From an optimization exercise on the open Yosys and OpenROAD flow, aimed at small area, a short achievable clock period and few clock cycles; shortcuts taken in it are not production practice. The clock port is modelled as an ideal driver, which makes a skipped or thinned clock tree look cheaper than it is; a real chip needs a root buffer or a tree.

==> flow/design.v <==
module HT_OP (
    input         merge,
    input  [47:0] wl,
    input  [2:0]  xin,
    input  [7:0]  vld,
    input  [4:0]  newslot,
    input         hold,
    input  [14:0] pin,
    output [47:0] wo,
    output [14:0] po,
    output [2:0]  k,
    output [4:0]  sum
);
    function lt6;
        input [5:0] a, b;
        integer n;
        reg res;
        begin
            res = 1'b0;
            for (n = 0; n < 6; n = n + 1)
                res = (~a[n] & b[n]) | ((~a[n] | b[n]) & res);
            lt6 = res;
        end
    endfunction
    wire [5:0] w [0:7];
    wire [5:0] r [0:7];
    wire [7:0] c;
    wire [5:0] x;
    genvar i, s;
    generate
        for (i = 0; i < 8; i = i + 1) begin : UNP
            assign w[i] = wl[6*i +: 6];
        end
        for (i = 0; i < 8; i = i + 1) begin : REM
            if (i < 6) begin : SH
                assign r[i] = merge ? w[i+2] : {3'b000, w[i][2:0]};
            end else begin : TL
                assign r[i] = {3'b000, w[i][2:0]};
            end
            if (i < 6) begin : CM
                assign c[i] = vld[i] & lt6(r[i], x);
            end else begin : CI
                assign c[i] = vld[i] & lt6(r[i], {3'b000, xin});
            end
        end
    endgenerate
    assign sum = w[0][3:0] + w[1][3:0];
    assign x = merge ? {1'b0, sum} : {3'b000, xin};
    assign k[2] = c[3];
    assign k[1] = (c[1] & ~c[3]) | c[5];
    assign k[0] = (c[0] & ~c[1]) | (c[2] & ~c[3]) | (c[4] & ~c[5]) | c[6];
    generate
        for (i = 0; i < 8; i = i + 1) begin : INS
            if (i == 0) begin : F
                assign wo[6*i +: 6] = c[i] ? r[i] : x;
            end else begin : N
                assign wo[6*i +: 6] = c[i] ? r[i] : (c[i-1] ? x : r[i-1]);
            end
        end
        for (s = 0; s < 5; s = s + 1) begin : SLOT
            wire [2:0] p = pin[3*s +: 3];
            assign po[3*s +: 3] = newslot[s] ? k : (p + {2'b00, ~hold & (p >= k)});
        end
    endgenerate
endmodule
module HT_PATH (
    input  [2:0] p,
    input  [2:0] k1, k2, k3,
    input  [1:0] k4, k5,
    input        k6,
    output [7:1] h,
    output [7:1] b
);
    function [6:1] step;
        input [7:1] g;
        input [2:0] km;
        integer i;
        begin
            step = 6'd0;
            for (i = 1; i <= 6; i = i + 1)
                step[i] = (i <= km) ? (~g[2] | ((i + 2 <= 7) ? g[(i + 2) % 8] : 1'b0))
                                    : g[i + 1];
        end
    endfunction
    wire [7:1] g1;
    genvar i;
    generate
        for (i = 1; i <= 7; i = i + 1) begin : T1
            assign g1[i] = (p >= i);
        end
    endgenerate
    wire [6:1] g2 = step(g1, k1);
    wire [6:1] g3w = step({1'b0, g2}, k2);
    wire [5:1] g3 = g3w[5:1];
    wire [6:1] g4w = step({2'b00, g3}, k3);
    wire [6:1] g5w = step({3'b000, g4w[4:1]}, {1'b0, k4});
    wire [6:1] g6w = step({4'b0000, g5w[3:1]}, {1'b0, k5});
    wire [6:1] g7w = step({5'b00000, g6w[2:1]}, {2'b00, k6});
    wire [4:1] g4 = g4w[4:1];
    wire [3:1] g5 = g5w[3:1];
    wire [2:1] g6 = g6w[2:1];
    wire       g7 = g7w[1];
    assign h = {1'b1, ~g6[2], ~g5[2], ~g4[2], ~g3[2], ~g2[2], ~g1[2]};
    assign b = {~g7, ~g6[1], ~g5[1], ~g4[1], ~g3[1], ~g2[1], ~g1[1]};
endmodule
`timescale 1ns/1ps
module HT_TOP (
    input  wire       clk,
    input  wire       rst_n,
    input  wire       in_valid,
    input  wire [2:0] in_weight,
    input  wire       out_mode,
    output reg        out_valid,
    output reg        out_code
);
reg  [3:0]  t;
reg         pend;
reg         mode_q;
reg  [14:0] ptr;
reg  [2:0]  sc;       
reg  [2:0]  m;        
reg  [3:0]  w0, w1, w3, w4, w5, w6;
reg  [4:0]  w2;
reg  [2:0]  w7;
wire [47:0] wl = {3'd0, w7, 2'd0, w6, 2'd0, w5, 2'd0, w4, 2'd0, w3,
                  1'b0, w2, 2'd0, w1, 2'd0, w0};
wire [2:0] u     = t[2:0];
wire       merge = t[3] & ~(u[2] & (u[1] | u[0]));
wire       keep  = t[3] & u[2] & (u[1] | u[0]);
wire [4:0] newslot;
assign newslot[0] = ~t[3] & (u == 3'd4);
assign newslot[1] = ~t[3] & (mode_q ? (u == 3'd2) : (u == 3'd5));
assign newslot[2] = ~t[3] & (mode_q ? (u == 3'd5) : (u == 3'd6));
assign newslot[3] = ~t[3] & (mode_q ? (u == 3'd0) : (u == 3'd7));
assign newslot[4] = ~t[3] & (mode_q ? (u == 3'd1) : (u == 3'd3));
wire [7:0] vld;
genvar v;
generate
    for (v = 0; v < 8; v = v + 1) begin : VLD
        assign vld[v] = keep | (merge ? (u + v < 6) : (u > v));
    end
endgenerate
wire [47:0] wa;
wire [14:0] pa;
wire [2:0]  ka;
wire [4:0]  sa;
HT_OP u_a (
    .merge(merge), .wl(wl), .xin(keep ? 3'd7 : w7), .vld(vld),
    .newslot(newslot), .hold(t[3]),
    .pin(ptr), .wo(wa), .po(pa), .k(ka), .sum(sa)
);
wire fin  = (t == 4'd13);
reg [2:0] ps;
always @(*) begin
    case (sc)
        3'd0:    ps = ptr[2:0];
        3'd1:    ps = ptr[5:3];
        3'd2:    ps = ptr[8:6];
        3'd3:    ps = ptr[11:9];
        default: ps = ptr[14:12];
    endcase
end
wire k6a = (w2 < sa);
wire k6  = fin ? k6a : w0[0];
wire [7:1] h, b;
HT_PATH u_path (.p(ps), .k1(w3[2:0]), .k2(w4[2:0]), .k3(w5[2:0]),
                .k4(w6[1:0]), .k5(w7[1:0]), .k6(k6), .h(h), .b(b));
wire [7:1] rest = h & ((7'd1 << (m - 3'd1)) - 7'd1);
reg  [2:0] mn;
always @(*) begin
    casez (rest)
        7'b?1?????: mn = 3'd6;
        7'b?01????: mn = 3'd5;
        7'b?001???: mn = 3'd4;
        7'b?0001??: mn = 3'd3;
        7'b?00001?: mn = 3'd2;
        7'b?000001: mn = 3'd1;
        default:    mn = 3'd7;
    endcase
end
wire more = (rest != 7'd0);
wire bit_m = b[m];
wire snd  = (t == 4'd14);
wire idle = ~t[3] & ~pend;
wire emit = fin | snd;
wire last = ~more & (sc == 3'd4);
always @(posedge clk) begin
    mode_q <= out_mode;
    ptr <= pa;
    if (emit) begin
        m  <= mn;
        sc <= more ? sc : sc + 3'd1;
    end else begin
        m  <= 3'd7;
        sc <= 3'd0;
    end
    w7 <= (~t[3] & (u != 3'd7)) ? in_weight : merge ? ka : wa[44:42];
    {w6, w5, w4, w3, w2} <=
        {wa[39:36], wa[33:30], wa[27:24], wa[21:18], wa[16:12]};
    {w1, w0[3:1]} <= {wa[9:6], wa[3:1]};
    w0[0] <= fin ? k6a : wa[0];
end
always @(posedge clk) begin
    pend      <= in_valid;
    out_valid <= emit;
    out_code  <= emit & bit_m;
end
always @(posedge clk or negedge rst_n) begin
    if (!rst_n)
        t <= 4'd0;
    else if ((snd & last) | idle)
        t <= 4'd0;
    else if (!snd)
        t <= t + 4'd1;
end
endmodule
export LEC_CHECK = 0
export ABC_AREA = 1
export CAP_MARGIN = 0
export CORE_MARGIN = 2
export CORE_UTILIZATION = 60
export GPL_TIMING_DRIVEN = 0
export SLEW_MARGIN = 0
create_clock -name core_clock -period 32.0 [get_ports {clk}]
standard.sh (not shown) runs the stock make flow with config.mk's settings and CLKGATE_MAP_FILE= SYNTH_SCRIPT=/design/flow/synth_recipe.tcl, a recipe that flattens the netlist after the stock synthesis.
==> flow/flow/run.sh <==
#!/bin/bash
# Layout: the standard ORFS flow (standard.sh), with these changes:
#  - synthesis: no half/full adder cell extraction (ADDER_MAP_FILE empty),
#    and ABC maps with flow/area.abc (see flow/own_synth.tcl);
#  - ports are buffered with buf_2 cells instead of the default choice;
#  - clock tree: four clkbuf_16 cells fed by the clock port, one per
#    cluster of flip-flops (flow/own_cts.tcl, flow/own_clock.tcl), in place
#    of TritonCTS's H-tree.
# make's full output goes to standard.log; ORFS keeps each step's log under
# orfs/logs.
set -uo pipefail
export OWN_WORK_DIR=$PWD
export OWN_FLOW_DIR=$PWD/flow
bash standard.sh "SYNTH_SCRIPT=$OWN_FLOW_DIR/own_synth.tcl" ADDER_MAP_FILE= \
    "BUFFER_PORTS_ARGS=-buffer_cell sky130_fd_sc_hd__buf_2" \
    "PRE_CTS_TCL=$OWN_FLOW_DIR/own_cts.tcl" \
    finish > standard.log 2>&1
status=$?
tail -n 30 standard.log
exit $status
Other scripts of this flow, unchanged in this note and not shown: flow/flow/area.abc, flow/flow/own_clock.tcl, flow/flow/own_cts.tcl, flow/flow/own_synth.tcl
Change:
--- a/flow/design.v
+++ b/flow/design.v
@@ -113,9 +113,8 @@
     output reg        out_valid,
     output reg        out_code
 );
 reg  [3:0]  t;
-reg         pend;
 reg         mode_q;
 reg  [14:0] ptr;
 reg  [2:0]  sc;       
 reg  [2:0]  m;        
@@ -180,9 +179,9 @@
 end
 wire more = (rest != 7'd0);
 wire bit_m = b[m];
 wire snd  = (t == 4'd14);
-wire idle = ~t[3] & ~pend;
+wire idle = (t == 4'd15);
 wire emit = fin | snd;
 wire last = ~more & (sc == 3'd4);
 always @(posedge clk) begin
     mode_q <= out_mode;
@@ -193,24 +192,21 @@
     end else begin
         m  <= 3'd7;
         sc <= 3'd0;
     end
-    w7 <= (~t[3] & (u != 3'd7)) ? in_weight : merge ? ka : wa[44:42];
+    w7 <= in_valid ? in_weight : merge ? ka : wa[44:42];
     {w6, w5, w4, w3, w2} <=
         {wa[39:36], wa[33:30], wa[27:24], wa[21:18], wa[16:12]};
     {w1, w0[3:1]} <= {wa[9:6], wa[3:1]};
     w0[0] <= fin ? k6a : wa[0];
 end
 always @(posedge clk) begin
-    pend      <= in_valid;
     out_valid <= emit;
     out_code  <= emit & bit_m;
 end
 always @(posedge clk or negedge rst_n) begin
     if (!rst_n)
-        t <= 4'd0;
-    else if ((snd & last) | idle)
-        t <= 4'd0;
-    else if (!snd)
+        t <= 4'd15;
+    else if (idle ? in_valid : snd ? last : 1'b1)
         t <= t + 4'd1;
 end
 endmodule
Utilization went up by 0.36 points.
Flip-flop and latch count went down by 1.
Clock skew went up by 0.0049 ns.
Worst setup slack gets worse by 0.35 ns.
Fmax went down by 4.8%.
No functional check of the RTL was part of any run of this note. No run of this note takes its clock network from TritonCTS; it comes from the design's own scripts or RTL.

* * *

HT_TOP, a different RTL version from the one above (not shown whole).
Size: about 540 cells after synthesis, ~9 I/O pins.
==> module HT_PATH, before the edit <==
module HT_PATH (
    input  [2:0] p,
    input  [2:0] k1, k2, k3,
    input  [1:0] k4, k5,
    input        k6,
    output [7:1] h,
    output [7:1] b
);
    wire [7:0] q1 = 8'd1 << p;
    wire [6:0] q2;
    wire [5:0] q3;
    wire [4:0] q4;
    wire [3:0] q5;
    wire [2:0] q6;
    wire [1:0] q7;
    genvar i;
    generate
        for (i = 0; i < 7; i = i + 1) begin : S1
            wire gt = (i > k1);
            wire eq = (i == k1);
            assign q2[i] = eq ? (q1[0] | q1[1]) : gt ? q1[i+1] : q1[i+2];
        end
        for (i = 0; i < 6; i = i + 1) begin : S2
            wire gt = (i > k2);
            wire eq = (i == k2);
            assign q3[i] = eq ? (q2[0] | q2[1]) : gt ? q2[i+1] : q2[i+2];
        end
        for (i = 0; i < 5; i = i + 1) begin : S3
            wire gt = (i > k3);
            wire eq = (i == k3);
            assign q4[i] = eq ? (q3[0] | q3[1]) : gt ? q3[i+1] : q3[i+2];
        end
        for (i = 0; i < 4; i = i + 1) begin : S4
            wire gt = (i > k4);
            wire eq = (i == k4);
            assign q5[i] = eq ? (q4[0] | q4[1]) : gt ? q4[i+1] : q4[i+2];
        end
        for (i = 0; i < 3; i = i + 1) begin : S5
            wire gt = (i > k5);
            wire eq = (i == k5);
            assign q6[i] = eq ? (q5[0] | q5[1]) : gt ? q5[i+1] : q5[i+2];
        end
        for (i = 0; i < 2; i = i + 1) begin : S6
            wire gt = (i > k6);
            wire eq = (i == k6);
            assign q7[i] = eq ? (q6[0] | q6[1]) : gt ? q6[i+1] : q6[i+2];
        end
    endgenerate
    assign h = {1'b1, q6[0] | q6[1], q5[0] | q5[1], q4[0] | q4[1],
                q3[0] | q3[1], q2[0] | q2[1], q1[0] | q1[1]};
    assign b = {q7[0], q6[0], q5[0], q4[0], q3[0], q2[0], q1[0]};
endmodule
==> module HT_TOP, before the edit <==
module HT_TOP (
    input  wire       clk,
    input  wire       rst_n,
    input  wire       in_valid,
    input  wire [2:0] in_weight,
    input  wire       out_mode,
    output reg        out_valid,
    output reg        out_code
);
reg  [3:0]  t;
reg         pend;
reg         mode_q;
reg  [14:0] ptr;
reg  [2:0]  sc;       
reg  [2:0]  m;        
reg  [4:0]  w0, w1, w2;
reg  [3:0]  w3, w4, w5, w6;
reg  [2:0]  w7;
wire [47:0] wl = {3'd0, w7, 2'd0, w6, 2'd0, w5, 2'd0, w4, 2'd0, w3,
                  1'b0, w2, 1'b0, w1, 1'b0, w0};
wire [2:0] u     = t[2:0];
wire       merge = t[3] & ~(u[2] & u[1]);
wire       keep  = t[3] & u[2] & u[1];
wire [4:0] newslot;
assign newslot[0] = ~t[3] & (u == 3'd4);
assign newslot[1] = ~t[3] & (mode_q ? (u == 3'd2) : (u == 3'd5));
assign newslot[2] = ~t[3] & (mode_q ? (u == 3'd5) : (u == 3'd6));
assign newslot[3] = ~t[3] & (mode_q ? (u == 3'd0) : (u == 3'd7));
assign newslot[4] = ~t[3] & (mode_q ? (u == 3'd1) : (u == 3'd3));
wire [7:0] vld;
genvar v;
generate
    for (v = 0; v < 8; v = v + 1) begin : VLD
        assign vld[v] = keep | (merge ? (u + v < 6) : (u > v));
    end
endgenerate
wire [47:0] wa;
wire [14:0] pa;
wire [2:0]  ka;
HT_OP u_a (
    .merge(merge), .wl(wl), .xin(keep ? 3'd7 : w7), .vld(vld),
    .newslot(newslot), .hold(t[3]),
    .pin(ptr), .wo(wa), .po(pa), .k(ka)
);
reg [2:0] ps;
always @(*) begin
    case (sc)
        3'd0:    ps = ptr[2:0];
        3'd1:    ps = ptr[5:3];
        3'd2:    ps = ptr[8:6];
        3'd3:    ps = ptr[11:9];
        default: ps = ptr[14:12];
    endcase
end
wire [7:1] h, b;
HT_PATH u_path (.p(ps), .k1(w2[2:0]), .k2(w3[2:0]), .k3(w4[2:0]),
                .k4(w5[1:0]), .k5(w6[1:0]), .k6(w7[0]), .h(h), .b(b));
wire [7:1] rest = h & ((7'd1 << (m - 3'd1)) - 7'd1);
reg  [2:0] mn;
always @(*) begin
    casez (rest)
        7'b?1?????: mn = 3'd6;
        7'b?01????: mn = 3'd5;
        7'b?001???: mn = 3'd4;
        7'b?0001??: mn = 3'd3;
        7'b?00001?: mn = 3'd2;
        7'b?000001: mn = 3'd1;
        default:    mn = 3'd7;
    endcase
end
wire more = (rest != 7'd0);
wire bit_m = b[m];
wire snd  = (t == 4'd15);
wire idle = ~t[3] & ~pend;
wire fin  = (t == 4'd14);
wire emit = fin | snd;
wire last = ~more & (sc == 3'd4);
always @(posedge clk) begin
    mode_q <= out_mode;
    ptr <= pa;
    if (emit) begin
        m  <= mn;
        sc <= more ? sc : sc + 3'd1;
    end else begin
        m  <= 3'd7;
        sc <= 3'd0;
    end
    w7 <= in_valid ? in_weight : merge ? ka : wa[44:42];
    {w6, w5, w4, w3, w2} <=
        {wa[39:36], wa[33:30], wa[27:24], wa[21:18], wa[16:12]};
    {w1, w0} <= {wa[10:6], wa[4:0]};
end
always @(posedge clk or negedge rst_n) begin
    if (!rst_n) begin
        t         <= 4'd0;
        pend      <= 1'b0;
        out_valid <= 1'b0;
        out_code  <= 1'b0;
    end else begin
        pend      <= in_valid;
        out_valid <= emit;
        out_code  <= emit & bit_m;
        if ((snd & last) | idle)
            t <= 4'd0;
        else if (!snd)
            t <= t + 4'd1;
    end
end
endmodule
export LEC_CHECK = 0
export ABC_AREA = 1
export CAP_MARGIN = 0
export CORE_MARGIN = 2
export CORE_UTILIZATION = 40
export CTS_BUF_LIST = sky130_fd_sc_hd__clkbuf_8
export SLEW_MARGIN = 0
create_clock -name core_clock -period 32.0 [get_ports {clk}]
==> flow/flow/run.sh <==
#!/bin/bash
# Layout: the standard ORFS flow (standard.sh), with these changes:
#  - synthesis: no half/full adder cell extraction (ADDER_MAP_FILE empty),
#    and ABC maps with flow/area.abc (see flow/own_synth.tcl);
#  - ports are buffered with buf_2 cells instead of the default choice.
# make's full output goes to standard.log; ORFS keeps each step's log under
# orfs/logs.
set -uo pipefail
export OWN_WORK_DIR=$PWD
export OWN_FLOW_DIR=$PWD/flow
bash standard.sh "SYNTH_SCRIPT=$OWN_FLOW_DIR/own_synth.tcl" ADDER_MAP_FILE= \
    "BUFFER_PORTS_ARGS=-buffer_cell sky130_fd_sc_hd__buf_2" \
    finish > standard.log 2>&1
status=$?
tail -n 30 standard.log
exit $status
==> flow/flow/area.abc <==
strash
&get -n
&fraig -x
&put
scorr
dc2
strash
&get -n
&dch -f
&nf -R 1000
&put
==> flow/flow/own_synth.tcl <==
# The standard flow's synthesis (synth_recipe.tcl in the work folder), with one change:
# ABC maps the logic with flow/area.abc instead of ORFS's abc_area.script.
# Registers are mapped before ABC runs, so they are the same as the standard flow's.
proc abc {args} {
  set i [lsearch -exact $args -script]
  if {$i >= 0} {
    lset args [expr {$i + 1}] [file join $::env(OWN_FLOW_DIR) area.abc]
  }
  yosys abc {*}$args
}
source [file join $::env(OWN_WORK_DIR) synth_recipe.tcl]
==> next run, changes <==
--- a/flow/design.v
+++ b/flow/design.v
@@ -82,32 +82,38 @@
         for (i = 0; i < 7; i = i + 1) begin : S1
             wire gt = (i > k1);
             wire eq = (i == k1);
-            assign q2[i] = eq ? (q1[0] | q1[1]) : gt ? q1[i+1] : q1[i+2];
+            assign q2[i] = eq ? (q1[0] | q1[1]) : gt ? q1[i+1] :
+                           (i + 2 < 8) ? q1[(i + 2) % 8] : 1'b0;
         end
         for (i = 0; i < 6; i = i + 1) begin : S2
             wire gt = (i > k2);
             wire eq = (i == k2);
-            assign q3[i] = eq ? (q2[0] | q2[1]) : gt ? q2[i+1] : q2[i+2];
+            assign q3[i] = eq ? (q2[0] | q2[1]) : gt ? q2[i+1] :
+                           (i + 2 < 7) ? q2[(i + 2) % 7] : 1'b0;
         end
         for (i = 0; i < 5; i = i + 1) begin : S3
             wire gt = (i > k3);
             wire eq = (i == k3);
-            assign q4[i] = eq ? (q3[0] | q3[1]) : gt ? q3[i+1] : q3[i+2];
+            assign q4[i] = eq ? (q3[0] | q3[1]) : gt ? q3[i+1] :
+                           (i + 2 < 6) ? q3[(i + 2) % 6] : 1'b0;
         end
         for (i = 0; i < 4; i = i + 1) begin : S4
             wire gt = (i > k4);
             wire eq = (i == k4);
-            assign q5[i] = eq ? (q4[0] | q4[1]) : gt ? q4[i+1] : q4[i+2];
+            assign q5[i] = eq ? (q4[0] | q4[1]) : gt ? q4[i+1] :
+                           (i + 2 < 5) ? q4[(i + 2) % 5] : 1'b0;
         end
         for (i = 0; i < 3; i = i + 1) begin : S5
             wire gt = (i > k5);
             wire eq = (i == k5);
-            assign q6[i] = eq ? (q5[0] | q5[1]) : gt ? q5[i+1] : q5[i+2];
+            assign q6[i] = eq ? (q5[0] | q5[1]) : gt ? q5[i+1] :
+                           (i + 2 < 4) ? q5[(i + 2) % 4] : 1'b0;
         end
         for (i = 0; i < 2; i = i + 1) begin : S6
             wire gt = (i > k6);
             wire eq = (i == k6);
-            assign q7[i] = eq ? (q6[0] | q6[1]) : gt ? q6[i+1] : q6[i+2];
+            assign q7[i] = eq ? (q6[0] | q6[1]) : gt ? q6[i+1] :
+                           (i + 2 < 3) ? q6[(i + 2) % 3] : 1'b0;
         end
     endgenerate
     assign h = {1'b1, q6[0] | q6[1], q5[0] | q5[1], q4[0] | q4[1],
@@ -126,7 +132,6 @@
 );
 reg  [3:0]  t;
 reg         pend;
-reg         mode_q;
 reg  [14:0] ptr;
 reg  [2:0]  sc;       
 reg  [2:0]  m;        
@@ -140,10 +145,10 @@
 wire       keep  = t[3] & u[2] & u[1];
 wire [4:0] newslot;
 assign newslot[0] = ~t[3] & (u == 3'd4);
-assign newslot[1] = ~t[3] & (mode_q ? (u == 3'd2) : (u == 3'd5));
-assign newslot[2] = ~t[3] & (mode_q ? (u == 3'd5) : (u == 3'd6));
-assign newslot[3] = ~t[3] & (mode_q ? (u == 3'd0) : (u == 3'd7));
-assign newslot[4] = ~t[3] & (mode_q ? (u == 3'd1) : (u == 3'd3));
+assign newslot[1] = ~t[3] & (out_mode ? (u == 3'd2) : (u == 3'd5));
+assign newslot[2] = ~t[3] & (out_mode ? (u == 3'd5) : (u == 3'd6));
+assign newslot[3] = ~t[3] & (out_mode ? (u == 3'd0) : (u == 3'd7));
+assign newslot[4] = ~t[3] & (out_mode ? (u == 3'd1) : (u == 3'd3));
 wire [7:0] vld;
 genvar v;
 generate
@@ -193,7 +198,6 @@
 wire emit = fin | snd;
 wire last = ~more & (sc == 3'd4);
 always @(posedge clk) begin
-    mode_q <= out_mode;
     ptr <= pa;
     if (emit) begin
         m  <= mn;
Effect:
- count of clock-buffer cells in the layout stays the same
- cell area goes up by 0.49%
- core utilization goes up by 1.9 points
- global-route usage goes up by 0.31 points
- final cell count goes up by 1.4%
- setup slack loses 0.013 ns
- register-to-register slack loses 0.02 ns
- sequential share of layout area goes down by 0.58 points
- non-clock buffer count goes up by 4
- critical path depth stays the same
- die area goes down by 1.3%
No functional check of the RTL was part of any run of this note.

## static timing again, ports no longer ideal
The results above use ideal ports. As a check the final layouts listed here were re-extracted and re-timed, cells and wires unchanged.
Step 1 sets driving cells, clkbuf_16 on the clock port and buf_2 on the other inputs (assumed; they add their load-dependent delay and slew).
Step 2 times the ports against the registers' clock, not the clock port: input delays grow and output delays shrink by t, the midpoint of the rising clock arrivals with the driver on.
Slacks: ideal ports / drivers / drivers and shift; pairs: ideal ports / drivers.
| run | shift t [ns] | slack for setup (ns) | latest minus earliest clock arrival (ns) | cell pins on the clock port's net |
|---|---|---|---|---|
| the first run of note 1 | 0.216 | 25.053 / 24.972 / 25.040 | 0.016 / 0.016 | 4 |
| the second run of note 1 | 0.214 | 24.704 / 24.762 / 24.549 | 0.020 / 0.021 | 4 |
| the first run of note 2 | 0.370 | 24.778 / 24.744 / 24.797 | 0.010 / 0.010 | 1 |
| the second run of note 2 | 0.372 | 24.765 / 24.730 / 24.427 | 0.011 / 0.010 | 1 |
After both steps setup and hold are still met in every run listed. For the second run of note 2, which loses most, drivers alone change the setup slack by -0.035 ns; drivers and shift together by -0.338 ns.
